What follows belongs to an exercise in optimizing a design on an open flow for small area and a short achievable clock period; a production flow would make more cautious choices.
RTL that was checked went through simulation tests only; none was proved equivalent to the original.
No functional check of the RTL was part of run 2.
Power and IR drop assume default switching activity.

==> flow/design.v (outline; a module is shown in full before it is edited, if it fits) <==
// module fsm_pe: 1607 lines
// module pe_ao22: 5 lines
// module pe_xor2: 5 lines
// module pe_fa: 6 lines
// module pe_cpa: 5 lines
// module systolic_array_4x4: 94 lines
module systolic_array_4x4(
		      FDi0, FDi4, FDi8, FDi12,
		      RD0, RD1, RD2, RD3,
		      clk, rst, result_ld,
		      FDo0, FDo4, FDo8, FDo12,
		      sa_GD0, sa_GD1, sa_GD2, sa_GD3);
  // ...
==> flow/run.sh <==
#!/bin/bash
# synth_recipe.tcl (not shown) runs the flow's synth.tcl, then flattens the netlist and writes it again
# the make line also repeats each setting of config.mk as NAME=value (left out here)
make -C /OpenROAD-flow-scripts/flow DESIGN_CONFIG=/design/flow/config.mk WORK_HOME=/design/flow/orfs CLKGATE_MAP_FILE= SYNTH_SCRIPT=/design/flow/synth_recipe.tcl finish
==> flow/config.mk <==
export PLATFORM = sky130hd
export DESIGN_NAME = systolic_array_4x4
export DESIGN_NICKNAME = systolic_array_4x4
export VERILOG_FILES = /design/flow/design.v
export SDC_FILE = /design/flow/constraint.sdc
export NUM_CORES = 4
export LEC_CHECK = 0
export CAP_MARGIN = 20
export CORE_MARGIN = 2
export CORE_UTILIZATION = 40
export SETUP_SLACK_MARGIN = 3.8
export SLEW_MARGIN = 20
export SYNTH_HIERARCHICAL = 1
export SYNTH_MINIMUM_KEEP_SIZE = 0
export TNS_END_PERCENT = 0
==> flow/constraint.sdc <==
create_clock -name core_clock -period 7.5 [get_ports {clk}]
set_input_delay 1.5000 -clock core_clock [delete_from_list [all_inputs] [get_ports {clk}]]
set_output_delay 1.5000 -clock core_clock [all_outputs]
set_load 0.01 [all_outputs]
==> run notes, run 1 <==
STA
Of the available clock period, the critical path in the final layout requires 57.2%. For the final database, setup skew stands at 93.1 ps. The number of max-slew violations in the final report came to 0.

The worst slew margin relative to its limit is 20.8%. Setup repair after global routing could not meet its margin everywhere.

Setup path
The highest fanout seen on the critical path is 12. The family of cells with the greatest summed delay on the critical path is adder cells. In this run the critical register-to-register path is captured at S[13][16].

In this design, the stage delay of the slowest critical-path cell is 530 ps. STA classifies the critical path startpoint as a primary input. The count of cell instances traversed by the critical path is 13. The worst reg-to-reg path cell count is 8.

Power and ir drop
Across the VDD grid, the largest voltage drop is 0.239 mV. Combinational cells consume a total of 43.2 mW. The share of total power dissipated in sequential elements is 21.9%. The internal portion of the total power is 39.1 mW.

Status
The run finished with no timing, DRC or antenna violations.

Layout
The final antenna diode count is 8. The layout buffer count excluding clock buffers is 1,544. Across the whole layout, storage elements account for 0.0351 mm². In the final layout, the share of cells above drive strength 1 is 14.2%. Counting the clock-network buffers in the layout gives 278.

Clocking
The number of clock buffers added by TritonCTS is 216. Counting every sink on the clock net gives 1,731.

Placement
The post-place instance area is 0.205 mm².

Global routing
The initial antenna violation count is 38. Entering global routing, the biggest net connects 215 pins. The met1 routing resource usage after global routing is 40.2%.

Flow run
Across the run, the number of max-cap violations was 0.

Synthesis
Summing the areas of all fa, ha and maj instances in the mapped netlist gives 34.5% of the synthesized area. After synthesis, the largest family of logic cells by area is adder cells. The multiplexer area fraction after synthesis is 0.671%. The cell with the most instances after synthesis is sky130_fd_sc_hd__a22o_1.

Summing the areas of all and, or, nand and nor instances in the mapped netlist gives 5.92% of the synthesized area. In the synthesized netlist the dominant register cell turns out to be sky130_fd_sc_hd__dfxtp_1.

Floorplan
The area of the die is 0.498 mm². The standard cell core area is 0.490 mm².
==> run 2, diff against run 1 <==
--- a/flow/design.v
+++ b/flow/design.v
@@ -861,25 +861,16 @@
 	wire s832;
 	wire s833;
 	wire s834;
 	wire s835;
 	wire s836;
 	wire s837;
 	wire s838;
 	wire s839;
-	wire s840;
-	wire s841;
-	wire s842;
-	wire s843;
-	wire s844;
-	wire s845;
-	wire s846;
-	wire s847;
-	wire s848;
 	assign one0 = B[0] ^ 1'b0;
 	assign two0 = (B[1] & ~B[0] & ~1'b0) | (~B[1] & B[0] & 1'b0);
 	assign neg0 = B[1];
 	pe_ao22 uq2 (.a(one0), .b(A[0]), .c(two0), .d(1'b0), .y(q2));
 	pe_xor2 upp1 (.a(q2), .b(neg0), .y(pp1));
 	pe_ao22 uq4 (.a(one0), .b(A[1]), .c(two0), .d(A[0]), .y(q4));
 	pe_xor2 upp3 (.a(q4), .b(neg0), .y(pp3));
 	pe_ao22 uq6 (.a(one0), .b(A[2]), .c(two0), .d(A[1]), .y(q6));
@@ -1517,34 +1508,25 @@
 	pe_fa us815 (.a(pp61), .b(pp121), .c(pp177), .s(s815), .co(c816));
 	pe_fa us817 (.a(pp229), .b(pp277), .c(pp321), .s(s817), .co(c818));
 	pe_fa us819 (.a(pp361), .b(pp397), .c(c796), .s(s819), .co(c820));
 	pe_fa us821 (.a(s813), .b(c798), .c(c800), .s(s821), .co(c822));
 	pe_fa us823 (.a(s815), .b(s817), .c(c802), .s(s823), .co(c824));
 	pe_fa us825 (.a(s819), .b(c804), .c(s821), .s(s825), .co(c826));
 	pe_fa us827 (.a(c806), .b(s823), .c(c808), .s(s827), .co(c828));
 	pe_fa us829 (.a(s825), .b(c810), .c(s827), .s(s829), .co(c830));
-	pe_xor2 us831 (.a(S[31]), .b(C[31]), .y(s831));
-	pe_xor2 us832 (.a(s831), .b(pp416), .y(s832));
-	pe_xor2 us833 (.a(pp63), .b(pp123), .y(s833));
-	pe_xor2 us834 (.a(pp179), .b(pp231), .y(s834));
-	pe_xor2 us835 (.a(pp279), .b(pp323), .y(s835));
-	pe_xor2 us836 (.a(pp363), .b(pp399), .y(s836));
-	pe_xor2 us837 (.a(s832), .b(c814), .y(s837));
-	pe_xor2 us838 (.a(s833), .b(s834), .y(s838));
-	pe_xor2 us839 (.a(s835), .b(s836), .y(s839));
-	pe_xor2 us840 (.a(c816), .b(c818), .y(s840));
-	pe_xor2 us841 (.a(s837), .b(s838), .y(s841));
-	pe_xor2 us842 (.a(s839), .b(c820), .y(s842));
-	pe_xor2 us843 (.a(s840), .b(s841), .y(s843));
-	pe_xor2 us844 (.a(c822), .b(s842), .y(s844));
-	pe_xor2 us845 (.a(s843), .b(c824), .y(s845));
-	pe_xor2 us846 (.a(s844), .b(s845), .y(s846));
-	pe_xor2 us847 (.a(c826), .b(s846), .y(s847));
-	pe_xor2 us848 (.a(s847), .b(c828), .y(s848));
+	assign s831 = S[31] ^ C[31] ^ pp416;
+	assign s832 = pp63 ^ pp123 ^ pp179;
+	assign s833 = pp231 ^ pp279 ^ pp323;
+	assign s834 = pp363 ^ pp399 ^ c814;
+	assign s835 = s831 ^ c816 ^ c818;
+	assign s836 = s832 ^ s833 ^ c820;
+	assign s837 = s834 ^ c822 ^ s835;
+	assign s838 = c824 ^ s836 ^ c826;
+	assign s839 = s837 ^ c828 ^ s838;
 	assign SO[0] = s417;
 	assign CO[0] = pp1;
 	assign SO[1] = pp3;
 	assign CO[1] = s419;
 	assign SO[2] = c420;
 	assign CO[2] = s423;
 	assign SO[3] = c424;
 	assign CO[3] = s427;
@@ -1598,17 +1580,17 @@
 	assign CO[27] = s775;
 	assign SO[28] = c776;
 	assign CO[28] = s793;
 	assign SO[29] = c794;
 	assign CO[29] = s811;
 	assign SO[30] = c812;
 	assign CO[30] = s829;
 	assign SO[31] = c830;
-	assign CO[31] = s848;
+	assign CO[31] = s839;
 endmodule
 module pe_ao22 (a, b, c, d, y);
 	input a, b, c, d;
 	output y;
 	assign y = (a & b) | (c & d);
 endmodule
 module pe_xor2 (a, b, y);
 	input a, b;
==> flow/config.mk (replaced) <==
export PLATFORM = sky130hd
export DESIGN_NAME = systolic_array_4x4
export DESIGN_NICKNAME = systolic_array_4x4
export VERILOG_FILES = /design/flow/design.v
export SDC_FILE = /design/flow/constraint.sdc
export NUM_CORES = 4
export LEC_CHECK = 0
export CAP_MARGIN = 20
export CORE_MARGIN = 2
export CORE_UTILIZATION = 40
export SETUP_SLACK_MARGIN = 3.6
export SLEW_MARGIN = 20
export SYNTH_HIERARCHICAL = 1
export SYNTH_MINIMUM_KEEP_SIZE = 0
==> run 2 against run 1 <==
  * Sequential share of layout area shrank 1.0 points
  * Still clean on timing, DRC and antenna
  * Sequential power about the same
  * Largest power group unchanged
  * Clock skew grew 11 ps
  * Largest cell class unchanged
  * Setup slack gained 26 ps
==> run notes, run 2 <==
Status
Status: finished clean (unchanged).

Synthesis
The fraction of the mapped netlist area in compound gates is 19.7% (about the same). The number of instances in the synthesized netlist was 17,100 (was 17,000). The cell with the most instances after synthesis is sky130_fd_sc_hd__a22o_1 (unchanged).

The number of library cell types mapped by synthesis was 60 (unchanged). Post-synth top cells: sky130_fd_sc_hd__a22o_1, sky130_fd_sc_hd__xor2_1, sky130_fd_sc_hd__fa_1, sky130_fd_sc_hd__dfxtp_1, sky130_fd_sc_hd__buf_4 (unchanged). The average cell area after synthesis is 11.5 µm² (was 11.6 µm²). The dominant register cell in the synthesized netlist is sky130_fd_sc_hd__dfxtp_1 (unchanged). The share of synthesized cell area in full adder, half adder and majority cells was 34.6% (was 34.5%). The combinational family with the most area after synthesis is adder cells (unchanged). The sequential-to-total area share from yosys stat is 17.6% (about the same).

Leading post-synthesis cells by cell area: sky130_fd_sc_hd__fa_1, sky130_fd_sc_hd__a22o_1, sky130_fd_sc_hd__dfxtp_1 (unchanged). The synthesized cell area is 0.197 mm² (about the same). The area share of xor/xnor cells in the synthesized design is 16.7% (was 16.5%). The area share of and/or/nand/nor cells after synthesis is 5.80% (was 5.92%). The flip-flop and latch count after synthesis is 1,731 (unchanged). The async set or reset register ratio after synthesis is 0% (unchanged). The fraction of synthesized cell area taken by the top area cell type is 33.8% (was 33.7%).

The library cell with the largest summed area after synthesis is sky130_fd_sc_hd__fa_1 (unchanged). The count of yosys warnings during synthesis came to 15 (unchanged). The count of flip-flops with a built-in enable after synthesis is 0 (unchanged). The multiplexer area fraction after synthesis is 0.672% (was 0.671%).

Clocking
The maximum clock path buffer count is 4 (unchanged). The clock buffer count from CTS came to 213 (was 216). The clock transition at the register clock pins on the worst setup and hold paths after CTS was 60 ps (was 70 ps).

The clock latency of the later-clocked register in the worst-skew pair is 1010 ps (was 1020 ps). The buffer type at the clock tree root is sky130_fd_sc_hd__clkbuf_16 (unchanged). The clock tree from TritonCTS was done (unchanged). The number of sinks on the clock net was 1,731 (unchanged).

The number of H-tree branching levels came to 4 (unchanged). The number of buffers inserted for hold repair after clock tree synthesis is 0 (unchanged).

STA
The largest clock skew in the final design is 104 ps (was 93.1 ps). The setup TNS is 0 ps (unchanged). The worst-margin pin slew is 1230 ps (was 1190 ps). Unrepaired setup endpoints after global routing: true (unchanged). The timing-limited maximum frequency is 235 MHz (was 233 MHz).

The final worst-path cycle share is 56.9% (was 57.2%). The number of max-slew violations in the final report is 0 (unchanged). The worst slew margin relative to its limit came to 17.9% (was 20.8%). The total of endpoints with negative setup slack in the final report was 0 (unchanged). The time the final worst path needs with I/O delays and setup came to 4260 ps (was 4290 ps). The final hold slack came to 491 ps (was 488 ps). The count of final hold-check violations is 0 (unchanged).

Route
The vias per cell is 6.20 (was 6.16). The wire length after detailed routing is 842 mm (was 787 mm). The total iterations of the first detailed-routing run is 9 (was 8). The number of design rule violations left after detail routing is 0 (unchanged).

The number of nets with antenna violations after detailed routing is 0 (unchanged). The violation count after the first detailed-route iteration is 18,800 (was 17,400). The number of vias in the routed layout is 157,000 (was 149,000). The final routed wire length divided by cell count came to 33.3 µm (was 32.5 µm).

Layout
The total of fill cells in the finished design was 42,800 (was 45,000). The final instance count without filler cells is 25,300 (was 24,300). The share of layout cells above drive strength 1 is 26.8% (was 14.2%). The signed area change from the synthesized netlist to the final layout is 24.3% (was 15.1%). The post-route standard cell area excluding fillers came to 0.244 mm² (was 0.227 mm²). Commonest non-fill, non-tap cells in the layout: sky130_fd_sc_hd__a22o_1, sky130_fd_sc_hd__xor2_1, sky130_fd_sc_hd__fa_1 (unchanged). The sequential standard cell area is 0.0353 mm² (was 0.0351 mm²).

The most common library cell in the layout ignoring fill and taps is sky130_fd_sc_hd__a22o_1 (unchanged). The final-stage net count is 22,200 (was 21,200). Top flop regs: C x512, GD x512, S x512 (unchanged).

The area occupied by multi-input gates was 0.165 mm² (was 0.158 mm²).

Power and ir drop
The leakage power summed over all cells was 113 nW (was 108 nW). The power per cell area is 304 mW/mm² (was 308 mW/mm²). The highest ir drop seen on vdd came to 0.248 mV (was 0.239 mV).

Global routing
The initial antenna violation count is 51 (was 38). The sum of overflow across all layers after global routing is 0 (unchanged). The largest net degree at the start of global routing is 213 (was 215).

The via count of the first global-routing pass was 161,000 (was 154,000). The overall routing resource usage is 32.8% (was 30.6%). The wire length of the first global-routing pass came to 1200 mm (was 1120 mm).

Setup path
The type of element launching the critical path was a primary input (unchanged). The required time reported for the critical path endpoint is 8340 ps (was 8320 ps). The class of the most critical setup path is primary input to flip-flop (unchanged).

The critical path capture point type is a flip-flop (unchanged). The worst path arrival time is 5100 ps (was 5110 ps). The highest fanout seen on the critical path came to 8 (was 12).

Flow run
The number of maximum-capacitance constraint violations came to 0 (unchanged).

Placement
The last weighted congestion value of the routability-driven placer is 0.949 (was 0.946). The count of buffers inserted at the top-level ports came to 386 (unchanged). The post-place instance area came to 0.209 mm² (was 0.205 mm²).

The placed wire-length estimate after detailed placement came to 518 mm (was 522 mm). The post-placement cell count is 23,000 (was 23,100).

Floorplan
The site row count came to 257 (unchanged). The initial core utilization came to 40.1% (was 40.2%). The die boundary height is 705 µm (about the same).

The area of the die was 0.497 mm² (was 0.498 mm²). The die extent in x is 705 µm (about the same). The top-level I/O count is 387 (unchanged). The standard cell core area is 0.490 mm² (about the same).

Hold path
The class of the tightest hold or removal check is flip-flop to flip-flop (unchanged).
-- run 2: kinds of logic after synthesis --
kind of cell             count (synthesis)
XOR/XNOR                              3700
AO/OA/AOI/OAI                         4596
multiplexers                           132
buffers and inverters                 1460
adder cells (fa/ha/maj)               3440
other                                   16
AND/OR/NAND/NOR                       1976
flip-flops                            1731
-- run 2: metrics by stage --
| step | util, % | power [mW] | worst slack (ps) |
|---|---|---|---|
| 6_report | 49.9 | 74.2 | 3240 |
| 5_1_grt | 49.9 | 79.5 | 3250 |
| 4_1_cts | 48.9 | 72.5 | 3340 |
| 3_5_place_dp | 42.6 | 58.5 | 1460 |
| 3_3_place_gp | 42.6 | 57.5 | 1440 |
| 2_1_floorplan | - | 61.8 | 2480 |
-- run 2: path summary, 6_finish.rpt --
check	from	endpoint	slack, ps	cells past startpoint
setup / recovery	FDi8[5]	C[8][25]	3240	14
hold / removal	S[4][6]	S[8][6]	490	1
setup reg to reg	GD[4][14]	S[8][16]	3420	8
hold reg to reg	S[4][6]	S[8][6]	490	1
-- run 2: final cells by class --
type                            instances  share of cell area (%)
Clock buffer                          278                    2.49
Clock inverter                        116                   0.579
Multi-Input combinational cell      14100                    67.4
Sequential cell                      1731                    14.4
Inverter                               57                  0.0876
Tap cell                             6475                    3.32
Timing Repair Buffer                 2470                    11.7
Antenna cell                           13                  0.0133
-- run 2: metal layers --
layer	global-route usage (%)	wire length, µm
met5	0	281
met3	10.7	104000
met2	48.3	358000
met1	42.6	322000
met4	17.5	57600
-- run 2: worst max-delay path: stages --
cell	delay, ps
sky130_fd_sc_hd__buf_16	130
sky130_fd_sc_hd__nand3b_1	150
sky130_fd_sc_hd__buf_4	160
sky130_fd_sc_hd__o21ai_4	90
sky130_fd_sc_hd__buf_12	160
sky130_fd_sc_hd__buf_6	110
sky130_fd_sc_hd__a22o_1	230
sky130_fd_sc_hd__xor2_2	170
sky130_fd_sc_hd__fa_2	420
sky130_fd_sc_hd__fa_2	440
sky130_fd_sc_hd__fa_2	360
sky130_fd_sc_hd__fa_2	540
sky130_fd_sc_hd__fa_2	420
sky130_fd_sc_hd__a22o_1	210
-- run 2: modules after synthesis, one instance, submodules excluded --
| module | cells | flip-flops and latches | area, µm² | times used |
|---|---|---|---|---|
| fsm_pe | 130 | 0 | 950 | 16 |
| pe_fa | 1 | 0 | 20.0 | 3312 |
| pe_xor2 | 1 | 0 | 8.76 | 3200 |
| systolic_array_4x4 | 4175 | 1731 | 51600 | 1 |
| pe_cpa | 271 | 0 | 1860 | 4 |
| pe_ao22 | 1 | 0 | 8.76 | 3200 |
-- run 2: power by group --
group	leakage [nW]	switching [mW]	total, mW	internal, mW
registers	14.4	3.74	15.2	11.5
logic	94.6	23.6	47.6	24.0
clock network	3.67	4.86	11.3	6.47
-- run 2: timing repair --
item,CTS,global route
gates resized for setup,1726,560
setup buffers,1429,229
cloned,180,22
endpoints found under the setup margin,777,436
pin swaps,610,405

[port drivers added, routing unchanged]
In the flow no input, the clock included, has a driving cell. The finished layouts below were timed again as built, in two steps.
Step 1 (the two cells are an assumption about what drives the block):
set clk [get_ports {clk}]
set_driving_cell -lib_cell sky130_fd_sc_hd__clkbuf_16 $clk
set_driving_cell -lib_cell sky130_fd_sc_hd__buf_2 [delete_from_list [all_inputs] $clk]
Step 2 moves the port delays by t, midway between the first and last clock arrival at a register: inputs arrive t later, outputs are due t later. That takes back most of the time a late clock gives input paths.
Slacks: no drivers / after step 1 / after step 2; pairs: no drivers / after step 1.
| run | t (ns) | setup WS [ns] | worst hold slack (ns) | worst setup path at the end | slew at the worst register clock pin (ns) |
|---|---|---|---|---|---|
| run 1 | 1.099 | 3.210 / 3.194 / 2.095 | 0.488 / 0.488 / 0.488 | input to register | 0.08 / 0.08 |
| run 2 | 1.089 | 3.236 / 3.297 / 2.208 | 0.491 / 0.491 / 0.491 | input to register | 0.08 / 0.08 |
After both steps setup and hold are still met in every run listed. The setup slack of run 1, which loses most, moves by -0.016 ns with the drivers and by -1.115 ns with both steps.
